Background: an optimization exercise with open tools, aiming at small area. Do not read the settings as production practice.
Function was checked by simulation only, so behaviour that the tests miss may differ from the original.
Power and IR drop assume default switching activity.

## old
// cpu
module cpu(
  CLK,
  rst,
  MEMD,
  MEMRDY,
  addr,
  memDat,
  memWrite,
  halted
  );
clock: 7.0 ns
lec_check: 0
cap_margin: 20
core_margin: 2
core_utilization: 55
slew_margin: 20
standard.sh (not shown) runs the stock make flow with config.mk's settings and CLKGATE_MAP_FILE= SYNTH_SCRIPT=/design/flow/synth_recipe.tcl, a recipe that flattens the netlist after the stock synthesis.
==> flow/flow/run.sh <==
#!/bin/bash
# Layout flow for this design: the standard layout (standard.sh) with
#  - synthesis as standard.sh runs it, except that ABC maps the logic with
#    flow/abc.script (delay-optimal mapping with extra area recovery, without
#    the gate upsizing and buffering of ORFS's speed script; the resizer
#    buffers and sizes after placement). Registers are mapped before ABC
#    runs, so they are the standard synthesis's, with the same names and cells.
#  - buf_1 port buffers,
#  - a clock tree of clkbuf_8 clusters of at most 12 sinks, without dummy loads.
# Each tool's output goes to synth.log and layout.log in this folder; ORFS's
# per-step logs are under orfs/logs.
set -euo pipefail
here=$(pwd)
mkdir -p synth_scripts
for f in "$FLOW_HOME"/scripts/*; do ln -s "$f" synth_scripts/; done
rm synth_scripts/abc_speed.script
cp flow/abc.script synth_scripts/abc_speed.script
SCRIPTS_DIR=$here/synth_scripts bash standard.sh synth > synth.log 2>&1
export BUFFER_PORTS_ARGS="-buffer_cell sky130_fd_sc_hd__buf_1"
export CTS_ARGS="-sink_clustering_enable -repair_clock_nets -dont_use_dummy_load -buf_list sky130_fd_sc_hd__clkbuf_8 -sink_clustering_size 12 -sink_clustering_max_diameter 60"
bash standard.sh > layout.log 2>&1
==> flow/flow/abc.script <==
&get -n
&st
&dch
&nf -F 10 -A 4
&put
topo
#### Input delta (new over old)
# old
export LEC_CHECK = 0
export CAP_MARGIN = 20
export CORE_MARGIN = 2
export CORE_UTILIZATION = 55
export SLEW_MARGIN = 20
create_clock -name core_clock -period 7.0 [get_ports {CLK}]
# new
export LEC_CHECK = 0
export CAP_MARGIN = 5
export CORE_MARGIN = 2
export CORE_UTILIZATION = 55
export GPL_TIMING_DRIVEN = 0
export SLEW_MARGIN = 5
create_clock -name core_clock -period 7.0 [get_ports {CLK}]
[summary]
Compared with old, routed length on met2 in new decreased slightly.
Compared with old, in new average vias per placed instance climbed 1.0%, required time reported for the critical path endpoint moved up.
Iteration count of the initial detailed-routing pass on new is up relative to old.
~same layout buffering overhead excluding clock cells in old and new
Delta (new minus old): number of cells on the worst reg-to-reg path up 2, share of total power in combinational logic -1.3 points, final wirelength now smaller.

* * *

Another version of the RTL of cpu (not shown whole).
For scale: roughly 2,300 cells after synthesis, roughly 360 flip-flops, about 69 I/O pins, ~0.021 mm^2 of cells after synthesis.
export LEC_CHECK = 0
export CAP_MARGIN = 20
export CORE_MARGIN = 2
export CORE_UTILIZATION = 60
export PLACE_DENSITY = 0.68
export SLEW_MARGIN = 20
create_clock -name core_clock -period 7.0 [get_ports {CLK}]
==> flow/flow/run.sh <==
#!/bin/bash
# Layout flow for this design: the standard layout (standard.sh) with
#  - synthesis as standard.sh runs it, except that ABC maps the logic with
#    flow/abc.script (delay-optimal mapping with extra area recovery, without
#    the gate upsizing and buffering of ORFS's speed script; the resizer
#    buffers and sizes after placement). Registers are mapped before ABC
#    runs, so they are the standard synthesis's, with the same names and cells.
#  - buf_1 port buffers,
#  - a clock tree of clkbuf_8 clusters of at most 14 sinks, without dummy loads.
# Each tool's output goes to synth.log and layout.log in this folder; ORFS's
# per-step logs are under orfs/logs.
set -euo pipefail
here=$(pwd)
mkdir -p synth_scripts
for f in "$FLOW_HOME"/scripts/*; do ln -s "$f" synth_scripts/; done
rm synth_scripts/abc_speed.script
cp flow/abc.script synth_scripts/abc_speed.script
SCRIPTS_DIR=$here/synth_scripts bash standard.sh synth > synth.log 2>&1
export BUFFER_PORTS_ARGS="-buffer_cell sky130_fd_sc_hd__buf_1"
export CTS_ARGS="-sink_clustering_enable -repair_clock_nets -dont_use_dummy_load -buf_list sky130_fd_sc_hd__clkbuf_8 -sink_clustering_size 14 -sink_clustering_max_diameter 64"
bash standard.sh > layout.log 2>&1
Scripts as last shown in full above: flow/flow/abc.script
The baseline finished with timing, DRC and antenna clean.
Then changed:
--- a/flow/config.mk
+++ b/flow/config.mk
@@ -8,5 +8,5 @@
 export CAP_MARGIN = 20
 export CORE_MARGIN = 2
-export CORE_UTILIZATION = 60
-export PLACE_DENSITY = 0.68
+export CORE_UTILIZATION = 65
+export PLACE_DENSITY = 0.72
 export SLEW_MARGIN = 20
The changed run completed without violations; clock skew is lower by 0.024 ns; count of clock-buffer cells in the layout is lower by 3; non-clock buffer count is higher by 7; worst setup slack is better by 0.095 ns; global-route usage is higher by 3.9 points; final cell count is lower by 1.2%; sequential power hardly moves; critical path depth is lower by 3; via count is higher by 1.1%; routed wire length is lower by 0.54%.
Then changed:
--- a/flow/flow/run.sh
+++ b/flow/flow/run.sh
@@ -7,5 +7,5 @@
 #    runs, so they are the standard synthesis's, with the same names and cells.
 #  - buf_1 port buffers,
-#  - a clock tree of clkbuf_8 clusters of at most 14 sinks, without dummy loads.
+#  - a clock tree of clkbuf_8 clusters of at most 12 sinks, without dummy loads.
 # Each tool's output goes to synth.log and layout.log in this folder; ORFS's
 # per-step logs are under orfs/logs.
@@ -18,4 +18,4 @@
 SCRIPTS_DIR=$here/synth_scripts bash standard.sh synth > synth.log 2>&1
 export BUFFER_PORTS_ARGS="-buffer_cell sky130_fd_sc_hd__buf_1"
-export CTS_ARGS="-sink_clustering_enable -repair_clock_nets -dont_use_dummy_load -buf_list sky130_fd_sc_hd__clkbuf_8 -sink_clustering_size 14 -sink_clustering_max_diameter 64"
+export CTS_ARGS="-sink_clustering_enable -repair_clock_nets -dont_use_dummy_load -buf_list sky130_fd_sc_hd__clkbuf_8 -sink_clustering_size 12 -sink_clustering_max_diameter 60"
 bash standard.sh > layout.log 2>&1
--- a/flow/config.mk
+++ b/flow/config.mk
@@ -8,5 +8,4 @@
 export CAP_MARGIN = 20
 export CORE_MARGIN = 2
-export CORE_UTILIZATION = 65
-export PLACE_DENSITY = 0.72
+export CORE_UTILIZATION = 55
 export SLEW_MARGIN = 20
Effect:
- worst setup slack gains 0.014 ns
- maximum frequency stays flat
- non-clock buffer count is unchanged
- via count shrinks by 1.9%
- design area grows by 0.92%
- power grows by 2.5%

## separate check: timing with driven ports
The results above use ideal ports. As a check the final layouts listed here were re-extracted and re-timed, cells and wires unchanged.
Step 1: set_driving_cell puts a clkbuf_16 on CLK and a buf_2 on each other input, an assumption about the parent block.
Step 2 times the ports against the registers' clock, not the clock port: input delays grow and output delays shrink by t, the midpoint of the rising clock arrivals with the driver on.
Three values: ideal, step 1, step 2; two values: the first two.
run	t (ns)	setup slack, ns	worst setup path at the end
old	0.667	1.145 / 1.145 / 1.145	register to register
new	0.666	0.221 / 0.221 / 0.221	register to register
the first run of note 2	0.662	1.074 / 1.074 / 1.074	register to register
the second run of note 2	0.710	1.169 / 1.169 / 1.169	register to register
the third run of note 2	0.652	1.182 / 1.182 / 1.182	register to register
After both steps setup and hold are still met in every run listed.
